Background: an optimization exercise with open tools, aiming at small area, a short achievable clock period and few clock cycles. Do not read the settings as production practice.
Where RTL was checked, it was by simulation tests only, not by an equivalence proof against the original.
Power figures rest on the tool's default switching activity, not on a simulated workload.

==> flow/design.v (excerpt) <==
module MyDesign (
    input  wire        dut_run,
    output reg         dut_busy,
    input  wire        reset_b,
    input  wire        clk,
    output wire        input_sram_write_enable,
    output wire [11:0] input_sram_write_addresss,
    output wire [15:0] input_sram_write_data,
    output wire [11:0] input_sram_read_address,
    input  wire [15:0] input_sram_read_data,
    output reg         output_sram_write_enable,
    output wire [11:0] output_sram_write_addresss,
    output wire [15:0] output_sram_write_data,
    output wire [11:0] output_sram_read_address,
    input  wire [15:0] output_sram_read_data,
    output wire        scratchpad_sram_write_enable,
    output wire [11:0] scratchpad_sram_write_addresss,
    output wire [15:0] scratchpad_sram_write_data,
    output wire [11:0] scratchpad_sram_read_address,
    input  wire [15:0] scratchpad_sram_read_data,
    output wire        weights_sram_write_enable,
    output wire [11:0] weights_sram_write_addresss,
    output wire [15:0] weights_sram_write_data,
    output wire [11:0] weights_sram_read_address,
    input  wire [15:0] weights_sram_read_data
);
Size in the first run: ~2800 cells after synthesis, about 490 flip-flops, about 29000 um2 of cells after synthesis.
Settings: LEC_CHECK=0, ABC_AREA=1, CAP_MARGIN=20, CORE_MARGIN=2, CORE_UTILIZATION=55, CTS_BUF_LIST=sky130_fd_sc_hd__clkbuf_8 sky130_fd_sc_hd__clkbuf_16, CTS_CLUSTER_DIAMETER=80, CTS_CLUSTER_SIZE=30, SLEW_MARGIN=20, SYNTH_HIERARCHICAL=1, SYNTH_MINIMUM_KEEP_SIZE=0; clock period 11.0 ns.
standard.sh (not shown) runs the stock make flow with config.mk's settings and CLKGATE_MAP_FILE= SYNTH_SCRIPT=/design/flow/synth_recipe.tcl, a recipe that flattens the netlist after the stock synthesis.
==> flow/flow/run.sh <==
#!/bin/bash
# Layout: the standard ORFS flow (standard.sh, unchanged synthesis),
# with repair_timing asked to keep a setup margin of 7.75 ns on the design's
# 11 ns clock, and the port buffers made as buf_2 cells.
# Each ORFS step writes its full log under orfs/logs; make's output goes to
# standard.log.
set -o pipefail
bash standard.sh SETUP_SLACK_MARGIN=7.75 "BUFFER_PORTS_ARGS=-buffer_cell sky130_fd_sc_hd__buf_2" finish > standard.log 2>&1
The baseline completed without violations.
Change:
==> flow/flow/run.sh (replaced) <==
#!/bin/bash
# Layout: the standard ORFS flow (standard.sh, unchanged synthesis),
# with repair_timing asked to keep a setup margin of 7.6 ns on the design's
# 11 ns clock, and the port buffers made as buf_2 cells.
# Each ORFS step writes its full log under orfs/logs; make's output goes to
# standard.log.
set -o pipefail
bash standard.sh SETUP_SLACK_MARGIN=7.6 "BUFFER_PORTS_ARGS=-buffer_cell sky130_fd_sc_hd__buf_2" finish > standard.log 2>&1
After rerunning: Setup slack gets better by 39 ps; routed wire length drops by 1.5%; area after synthesis does not change; global-route usage goes down by 0.48 points; power is lower by 1.1%; sequential power barely changes; cell count went down by 0.33%.
No run of this note included a check of the RTL's function; only the layout flow was run.


Setup of run 1:
Another version of the RTL of MyDesign (not shown whole).
For scale: about 2,700 cells after synthesis, roughly 440 flip-flops, about 230 I/O pins, roughly 0.028 sq mm of cells after synthesis.
make LEC_CHECK=0 ABC_AREA=1 CAP_MARGIN=20 CORE_MARGIN=2 CORE_UTILIZATION=40 SLEW_MARGIN=85 SYNTH_HIERARCHICAL=1 SYNTH_MINIMUM_KEEP_SIZE=0 finish   # period 11.0 ns
run.sh (not shown) runs the stock make flow with config.mk's settings and CLKGATE_MAP_FILE= SYNTH_SCRIPT=/design/flow/synth_recipe.tcl, a recipe that flattens the netlist after the stock synthesis.
Stock flow here: none of the scripts above is used.
Per the final summary, run 1 finished and its layout is clean on timing, DRC and antenna.
Relative to run 1, the following input files were edited for run 3:
# run 1
export LEC_CHECK = 0
export ABC_AREA = 1
export CAP_MARGIN = 20
export CORE_MARGIN = 2
export CORE_UTILIZATION = 40
export SLEW_MARGIN = 85
export SYNTH_HIERARCHICAL = 1
export SYNTH_MINIMUM_KEEP_SIZE = 0
create_clock -name core_clock -period 11.0 [get_ports {clk}]
# run 3
export LEC_CHECK = 0
export ABC_AREA = 1
export CAP_MARGIN = 20
export CORE_MARGIN = 2
export CORE_UTILIZATION = 40
export SLEW_MARGIN = 65
export SYNTH_HIERARCHICAL = 1
export SYNTH_MINIMUM_KEEP_SIZE = 0
create_clock -name core_clock -period 11.0 [get_ports {clk}]
## What came out
Run 3 finished end to end and its layout was clean on timing, DRC and antenna.
Of run 1 and run 3, the run reporting the lower number of cells after detailed placement was run 3.
Comparing run 1 and run 3, average wire per standard cell is higher on run 3.
Power: run 3 draws less than run 1
Function was not checked in any run of this note: the RTL went through the layout flow alone.


MyDesign, a different RTL version from the one above (not shown whole).
For scale: about 440 flip-flops, ~230 I/O pins, roughly 0.028 mm² of cells after synthesis.
clock: 11.0 ns
lec_check: 0
abc_area: 1
cap_margin: 20
core_margin: 2
core_utilization: 55
cts_buf_list: sky130_fd_sc_hd__clkbuf_8 sky130_fd_sc_hd__clkbuf_16
cts_cluster_diameter: 80
cts_cluster_size: 30
slew_margin: 20
synth_hierarchical: 1
synth_minimum_keep_size: 0
standard.sh (not shown) runs the stock make flow with config.mk's settings and CLKGATE_MAP_FILE= SYNTH_SCRIPT=/design/flow/synth_recipe.tcl, a recipe that flattens the netlist after the stock synthesis.
==> flow/flow/run.sh <==
#!/bin/bash
# Layout: the standard ORFS flow (standard.sh, unchanged synthesis),
# with repair_timing asked to keep a setup margin of 7.7 ns on the design's
# 11 ns clock, and the port buffers made as buf_2 cells.
# Each ORFS step writes its full log under orfs/logs; make's output goes to
# standard.log.
set -o pipefail
bash standard.sh SETUP_SLACK_MARGIN=7.7 "BUFFER_PORTS_ARGS=-buffer_cell sky130_fd_sc_hd__buf_2" finish > standard.log 2>&1
The baseline produced a clean layout.
Change:
==> flow/flow/run.sh (replaced) <==
#!/bin/bash
# Layout: the standard ORFS flow (standard.sh, unchanged synthesis),
# with repair_timing asked to keep a setup margin of 7.6 ns on the design's
# 11 ns clock, and the port buffers made as buf_2 cells.
# Each ORFS step writes its full log under orfs/logs; make's output goes to
# standard.log.
set -o pipefail
bash standard.sh SETUP_SLACK_MARGIN=7.6 "BUFFER_PORTS_ARGS=-buffer_cell sky130_fd_sc_hd__buf_2" finish > standard.log 2>&1
Effect: Global-route usage falls by 0.20 points; total power shrinks by 0.35%; synthesized cell count does not change; critical path depth does not change.
No functional check of the RTL was part of any run of this note.


## run A
Another version of the RTL of MyDesign (not shown whole).
For scale: ~2800 cells after synthesis, ~440 flip-flops, ~28000 sq um of cells after synthesis.
clock: 11.0 ns
lec_check: 0
abc_area: 1
cap_margin: 20
core_margin: 2
core_utilization: 55
cts_buf_list: sky130_fd_sc_hd__clkbuf_8 sky130_fd_sc_hd__clkbuf_16
cts_cluster_diameter: 80
cts_cluster_size: 30
slew_margin: 20
synth_hierarchical: 1
synth_minimum_keep_size: 0
==> flow/flow/run.sh <==
#!/bin/bash
# Layout: the standard ORFS flow (standard.sh, unchanged synthesis),
# with repair_timing asked to keep a setup margin of 7.6 ns on the design's
# 11 ns clock, and the port buffers made as buf_2 cells.
# Each ORFS step writes its full log under orfs/logs; make's output goes to
# standard.log.
set -o pipefail
bash standard.sh SETUP_SLACK_MARGIN=7.6 "BUFFER_PORTS_ARGS=-buffer_cell sky130_fd_sc_hd__buf_2" finish > standard.log 2>&1
Testbench counts of run A, summed over its fixed seeds: cycles 13,944.
For run B, these inputs were changed with respect to run A:
# run A
export LEC_CHECK = 0
export ABC_AREA = 1
export CAP_MARGIN = 20
export CORE_MARGIN = 2
export CORE_UTILIZATION = 55
export CTS_BUF_LIST = sky130_fd_sc_hd__clkbuf_8 sky130_fd_sc_hd__clkbuf_16
export CTS_CLUSTER_DIAMETER = 80
export CTS_CLUSTER_SIZE = 30
export SLEW_MARGIN = 20
export SYNTH_HIERARCHICAL = 1
export SYNTH_MINIMUM_KEEP_SIZE = 0
create_clock -name core_clock -period 11.0 [get_ports {clk}]
# run B
export LEC_CHECK = 0
export ABC_AREA = 1
export CAP_MARGIN = 20
export CORE_MARGIN = 2
export CORE_UTILIZATION = 40
export SLEW_MARGIN = 20
export SYNTH_HIERARCHICAL = 1
export SYNTH_MINIMUM_KEEP_SIZE = 0
create_clock -name core_clock -period 11.0 [get_ports {clk}]
## What came out
- Cmp run B vs run A: detailed route wirelength on metal3 higher in run B
- Having completed the whole flow, run B delivered a layout that passed the timing, DRC and antenna checks.
- Run B against run A: count of clock buffers in the final design has increased, fmax ~0 delta, wire length of the first global-routing pass went down.
What run C does differently from run B at the input level:
# run B
export LEC_CHECK = 0
export ABC_AREA = 1
export CAP_MARGIN = 20
export CORE_MARGIN = 2
export CORE_UTILIZATION = 40
export SLEW_MARGIN = 20
export SYNTH_HIERARCHICAL = 1
export SYNTH_MINIMUM_KEEP_SIZE = 0
create_clock -name core_clock -period 11.0 [get_ports {clk}]
# run C
export LEC_CHECK = 0
export ABC_AREA = 1
export CAP_MARGIN = 20
export CORE_MARGIN = 2
export CORE_UTILIZATION = 40
export CTS_BUF_LIST = sky130_fd_sc_hd__clkbuf_8 sky130_fd_sc_hd__clkbuf_16
export CTS_CLUSTER_DIAMETER = 80
export CTS_CLUSTER_SIZE = 30
export SLEW_MARGIN = 20
export SYNTH_HIERARCHICAL = 1
export SYNTH_MINIMUM_KEEP_SIZE = 0
create_clock -name core_clock -period 11.0 [get_ports {clk}]
## What came out
- Every run (run B and run C) finished clean.
- Run C vs. run B: clock transition time at the flip-flop clock pins of the worst setup and hold paths went up by 40 ps.
- Diff run B -> run C | routed wire length | decrease of 0.51%
- Row via count: run C lower / run B higher
- Of run B and run C, the lower worst reg-to-reg path cell count belongs to run B.
- Comparing run C against run B, there is no change at all in chip width.


== lane 2 ==
MyDesign, a different RTL version from the one above (not shown whole).
Size: ~2500 cells after synthesis, roughly 400 flip-flops, roughly 230 I/O pins, ~26000 um^2 of cells after synthesis.
// MyDesign
module MyDesign (
    input  wire        dut_run,
    output reg         dut_busy,
    input  wire        reset_b,
    input  wire        clk,
    output wire        input_sram_write_enable,
    output wire [11:0] input_sram_write_addresss,
    output wire [15:0] input_sram_write_data,
    output wire [11:0] input_sram_read_address,
    input  wire [15:0] input_sram_read_data,
    output reg         output_sram_write_enable,
    output wire [11:0] output_sram_write_addresss,
    output wire [15:0] output_sram_write_data,
    output wire [11:0] output_sram_read_address,
    input  wire [15:0] output_sram_read_data,
    output wire        scratchpad_sram_write_enable,
    output wire [11:0] scratchpad_sram_write_addresss,
    output wire [15:0] scratchpad_sram_write_data,
    output wire [11:0] scratchpad_sram_read_address,
    input  wire [15:0] scratchpad_sram_read_data,
    output wire        weights_sram_write_enable,
    output wire [11:0] weights_sram_write_addresss,
    output wire [15:0] weights_sram_write_data,
    output wire [11:0] weights_sram_read_address,
    input  wire [15:0] weights_sram_read_data
);
clock: 11.0 ns
lec_check: 0
abc_area: 1
cap_margin: 20
core_margin: 2
core_utilization: 40
slew_margin: 20
synth_hierarchical: 1
synth_minimum_keep_size: 0
run.sh (not shown) runs the stock make flow with config.mk's settings and CLKGATE_MAP_FILE= SYNTH_SCRIPT=/design/flow/synth_recipe.tcl, a recipe that flattens the netlist after the stock synthesis.
Stock flow here: none of the scripts above is used.
Lane 2 went all the way through synthesis, placement and routing and the layout is clean on timing, DRC and antenna.
[inputs] lane 1 vs lane 2
- ABC_CLOCK_PERIOD_IN_PS: unset -> 3000
- ABC_AREA: 1 -> 0
Results
- On fraction of final layout cells sized beyond drive strength 1: between lane 1 and lane 2, it ends up higher for lane 1.
- Lane 1 vs lane 2: part of the power in registers down in lane 1
- Cmp lane 1 and lane 2 / post-route minimum period / lower: lane 1
- Final antenna diode count in lane 1 is 1 below lane 2.
- Lane 1 reached the end of the flow, and the finished layout is clean on the timing, DRC and antenna checks.
- Lane 2 reports its launch point of the critical path as kr[5] while lane 1 reports ph[4].
- What lane 1 reported for total power has to be multiplied by 0.930 to get the figure for lane 2.
No run of this note included a check of the RTL's function; only the layout flow was run.


== tundra ==
Another version of the RTL of MyDesign (not shown whole).
Size in the first run: ~2800 cells after synthesis, ~440 flip-flops.
Settings: LEC_CHECK=0, ABC_AREA=1, CAP_MARGIN=20, CORE_MARGIN=2, CORE_UTILIZATION=65, CTS_BUF_LIST=sky130_fd_sc_hd__clkbuf_8 sky130_fd_sc_hd__clkbuf_16, CTS_CLUSTER_DIAMETER=80, CTS_CLUSTER_SIZE=30, SLEW_MARGIN=20, SYNTH_HIERARCHICAL=1, SYNTH_MINIMUM_KEEP_SIZE=0; clock period 11.0 ns.
standard.sh (not shown) runs the stock make flow with config.mk's settings and CLKGATE_MAP_FILE= SYNTH_SCRIPT=/design/flow/synth_recipe.tcl, a recipe that flattens the netlist after the stock synthesis.
Scripts as last shown in full above: flow/flow/run.sh
No stage failed in tundra, and the final checks on the layout all came back clean.
--- input diff tundra..fjord ---
- CORE_UTILIZATION now 40, was 65
==> flow/flow/run.sh <==
#!/bin/bash
# Layout: the standard ORFS flow (standard.sh, unchanged synthesis),
# with repair_timing asked to keep a setup margin of 7.9 ns on the design's
# 11 ns clock, and the port buffers made as buf_2 cells.
# Each ORFS step writes its full log under orfs/logs; make's output goes to
# standard.log.
set -o pipefail
bash standard.sh SETUP_SLACK_MARGIN=7.9 "BUFFER_PORTS_ARGS=-buffer_cell sky130_fd_sc_hd__buf_2" finish > standard.log 2>&1
==> results.txt <==
Per the final summary, fjord finished and its layout is clean on timing, DRC and antenna. Worst path setup slack after routing in fjord is 0.090 ns higher than in tundra. Portion of the post-synthesis area used by sequential elements: tundra vs fjord — no meaningful difference. Compared with tundra, fjord degrades wire length.
Relative to fjord, the following input files were edited for onyx:
- changing CORE_UTILIZATION from 40 to 55
==> flow/flow/run.sh <==
#!/bin/bash
# Layout: the standard ORFS flow (standard.sh, unchanged synthesis),
# with repair_timing asked to keep a setup margin of 7.6 ns on the design's
# 11 ns clock, and the port buffers made as buf_2 cells.
# Each ORFS step writes its full log under orfs/logs; make's output goes to
# standard.log.
set -o pipefail
bash standard.sh SETUP_SLACK_MARGIN=7.6 "BUFFER_PORTS_ARGS=-buffer_cell sky130_fd_sc_hd__buf_2" finish > standard.log 2>&1
==> results.txt <==
onyx closes out successfully: all stages finished, all timing, DRC and antenna checks passed. Floorplan die area (higher): fjord. Compared with fjord, in onyx power share of the sequential group went up by 0.4 points; share of cells above drive strength 1 went down by 11 points.
Modified inputs, nickel compared to onyx
- CORE_UTILIZATION changed from 55 to 40
onyx went all the way through synthesis, placement and routing and the layout is clean on timing, DRC and antenna.
nickel was carried through to the last stage, and its layout satisfied the timing, DRC and antenna checks.
On routing usage on met3: nickel sits below onyx.
For the smallest setup slack after layout, nickel came in 0.058 ns lower than onyx did.
NOTE total power onyx->nickel decreased by a few percent
onyx ended up with sky130_fd_sc_hd__o21ai_1 as its highest-delay cell along the critical path; nickel ended up with sky130_fd_sc_hd__mux2i_2.
Largest stage delay on the critical path was lower in the run labelled nickel.
Per the comparison of nickel with onyx, routed length on met1 rose 690 µm; design area rose about 0.36%.
| wire length of the first global-routing pass | lower: nickel |
In the tables for nickel and onyx, slew at the pin closest to its max-slew limit reads higher with onyx.
No functional check of the RTL was part of any run of this note.


RTL: one of the versions met above, not the one the previous note started from.
Size in the first run: roughly 440 flip-flops, about 0.028 mm^2 of cells after synthesis.
make LEC_CHECK=0 ABC_AREA=1 CAP_MARGIN=20 CORE_MARGIN=2 CORE_UTILIZATION=40 SLEW_MARGIN=20 SYNTH_HIERARCHICAL=1 SYNTH_MINIMUM_KEEP_SIZE=0 finish   # period 11.0 ns
run.sh (not shown) runs the stock make flow with config.mk's settings and CLKGATE_MAP_FILE= SYNTH_SCRIPT=/design/flow/synth_recipe.tcl, a recipe that flattens the netlist after the stock synthesis.
Stock flow here: none of the scripts above is used.
Next try:
--- a/flow/config.mk
+++ b/flow/config.mk
@@ -11,0 +12 @@
+export CTS_BUF_LIST = sky130_fd_sc_hd__clkbuf_4 sky130_fd_sc_hd__clkbuf_8
=> The new run ran to the end with no violations; utilization barely changes; setup slack is worse by 27 ps; die area is unchanged; worst hold slack is better by 3.9 ps; design area barely changes; global-route usage climbs by 0.12 points; sequential power barely changes.
Next try:
==> flow/flow/run.sh (new file) <==
#!/bin/bash
# Layout: the standard ORFS flow (standard.sh, unchanged synthesis),
# with repair_timing asked to keep a setup margin of 7.7 ns on the design's
# 11 ns clock, and the port buffers made as buf_2 cells.
# Each ORFS step writes its full log under orfs/logs; make's output goes to
# standard.log.
set -o pipefail
bash standard.sh SETUP_SLACK_MARGIN=7.7 "BUFFER_PORTS_ARGS=-buffer_cell sky130_fd_sc_hd__buf_2" finish > standard.log 2>&1
==> flow/standard.sh (new file) <==
#!/bin/bash
# synth_recipe.tcl (not shown) runs the flow's synth.tcl, then flattens the netlist and writes it again
# the make line also repeats each setting of config.mk as NAME=value (left out here)
make -C /OpenROAD-flow-scripts/flow DESIGN_CONFIG=/design/flow/config.mk WORK_HOME=/design/flow/orfs CLKGATE_MAP_FILE= SYNTH_SCRIPT=/design/flow/synth_recipe.tcl "${@:-finish}"
--- a/flow/config.mk
+++ b/flow/config.mk
@@ -12,2 +12 @@
-export CTS_BUF_LIST = sky130_fd_sc_hd__clkbuf_4 sky130_fd_sc_hd__clkbuf_8
-export SLEW_MARGIN = 20
+export SLEW_MARGIN = 65
removed: flow/run.sh
Effect: Via count climbs by a few percent. Routed wire length climbs slightly. Hold slack loses 6.3 ps. Worst setup slack gains 990 ps. Core utilization climbs by 3.9 points. Synthesized cell count stays the same.
Next try:
==> flow/flow/run.sh (replaced) <==
#!/bin/bash
# Layout: the standard ORFS flow (standard.sh, unchanged synthesis),
# with repair_timing asked to keep a setup margin of 7.3 ns on the design's
# 11 ns clock, and the port buffers made as buf_2 cells.
# Each ORFS step writes its full log under orfs/logs; make's output goes to
# standard.log.
set -o pipefail
bash standard.sh SETUP_SLACK_MARGIN=7.3 "BUFFER_PORTS_ARGS=-buffer_cell sky130_fd_sc_hd__buf_2" finish > standard.log 2>&1
=> The new run went through all stages and came out clean; routed wire length falls by 1.7%; non-clock buffer count came out lower by 83; synthesized area is unchanged; sequential power stays flat; worst hold slack is better by 4.1 ps; sequential share of layout area goes up by 1.4 points; worst setup slack got worse by 58 ps; combinational power is lower by 6.7%; global-route usage falls by 0.52 points.
No functional check of the RTL was part of any run of this note.

[separate check: timing with driven ports]
In the flow no input, the clock included, has a driving cell. The finished layouts below were timed again as built, in two steps.
Step 1, drivers: a clkbuf_16 drives clk and a buf_2 each remaining input, both assumed.
Step 2 adds t to the input delays and takes it off the output delays; t is the mean of the earliest and latest rising clock arrival at the registers after step 1. Input paths then give back, and output paths get back, about the clock's delay inside the block.
Three values: ideal ports, drivers, drivers and shift; two values: the first two.
run	shift t [ns]	slack for setup (ns)	worst hold slack (ns)	slew at the worst register clock pin (ns)
the first run of note 1	0.667	7.523 / 7.523 / 7.288	0.336 / 0.336 / 0.336	0.12 / 0.12
the second run of note 1	0.684	7.562 / 7.560 / 7.129	0.352 / 0.352 / 0.352	0.12 / 0.12
run 1	0.664	5.973 / 5.973 / 5.973	0.347 / 0.347 / 0.347	0.06 / 0.06
run 3	0.651	7.078 / 7.078 / 7.078	0.345 / 0.345 / 0.345	0.07 / 0.07
the first run of note 3	0.657	7.597 / 7.533 / 7.263	0.352 / 0.352 / 0.352	0.11 / 0.11
the second run of note 3	0.656	7.604 / 7.542 / 7.468	0.353 / 0.353 / 0.353	0.11 / 0.11
run A	0.652	7.607 / 7.607 / 7.147	0.356 / 0.356 / 0.356	0.12 / 0.12
run B	0.651	7.613 / 7.613 / 7.377	0.343 / 0.343 / 0.343	0.08 / 0.08
run C	0.681	7.603 / 7.603 / 7.377	0.350 / 0.350 / 0.350	0.11 / 0.11
lane 2	0.647	6.505 / 6.505 / 6.505	0.326 / 0.326 / 0.326	0.07 / 0.07
lane 1	0.665	6.646 / 6.646 / 6.435	0.325 / 0.325 / 0.325	0.07 / 0.07
tundra	0.639	7.589 / 7.589 / 7.175	0.354 / 0.354 / 0.354	0.11 / 0.11
fjord	0.659	7.679 / 7.615 / 7.443	0.359 / 0.359 / 0.359	0.11 / 0.11
onyx	0.661	7.578 / 7.578 / 7.282	0.351 / 0.351 / 0.351	0.11 / 0.11
nickel	0.667	7.519 / 7.519 / 7.285	0.350 / 0.350 / 0.350	0.12 / 0.12
the first run of note 7	0.661	6.408 / 6.408 / 6.138	0.343 / 0.343 / 0.343	0.07 / 0.07
the second run of note 7	0.726	6.380 / 6.380 / 6.188	0.347 / 0.347 / 0.347	0.08 / 0.08
the third run of note 7	0.653	7.375 / 7.375 / 7.375	0.341 / 0.341 / 0.341	0.07 / 0.07
the fourth run of note 7	0.653	7.317 / 7.317 / 7.317	0.345 / 0.345 / 0.345	0.07 / 0.07
After both steps every run listed still meets setup and hold. For run A, which loses most, drivers alone change the setup slack by 0.000 ns; drivers and shift together by -0.460 ns.
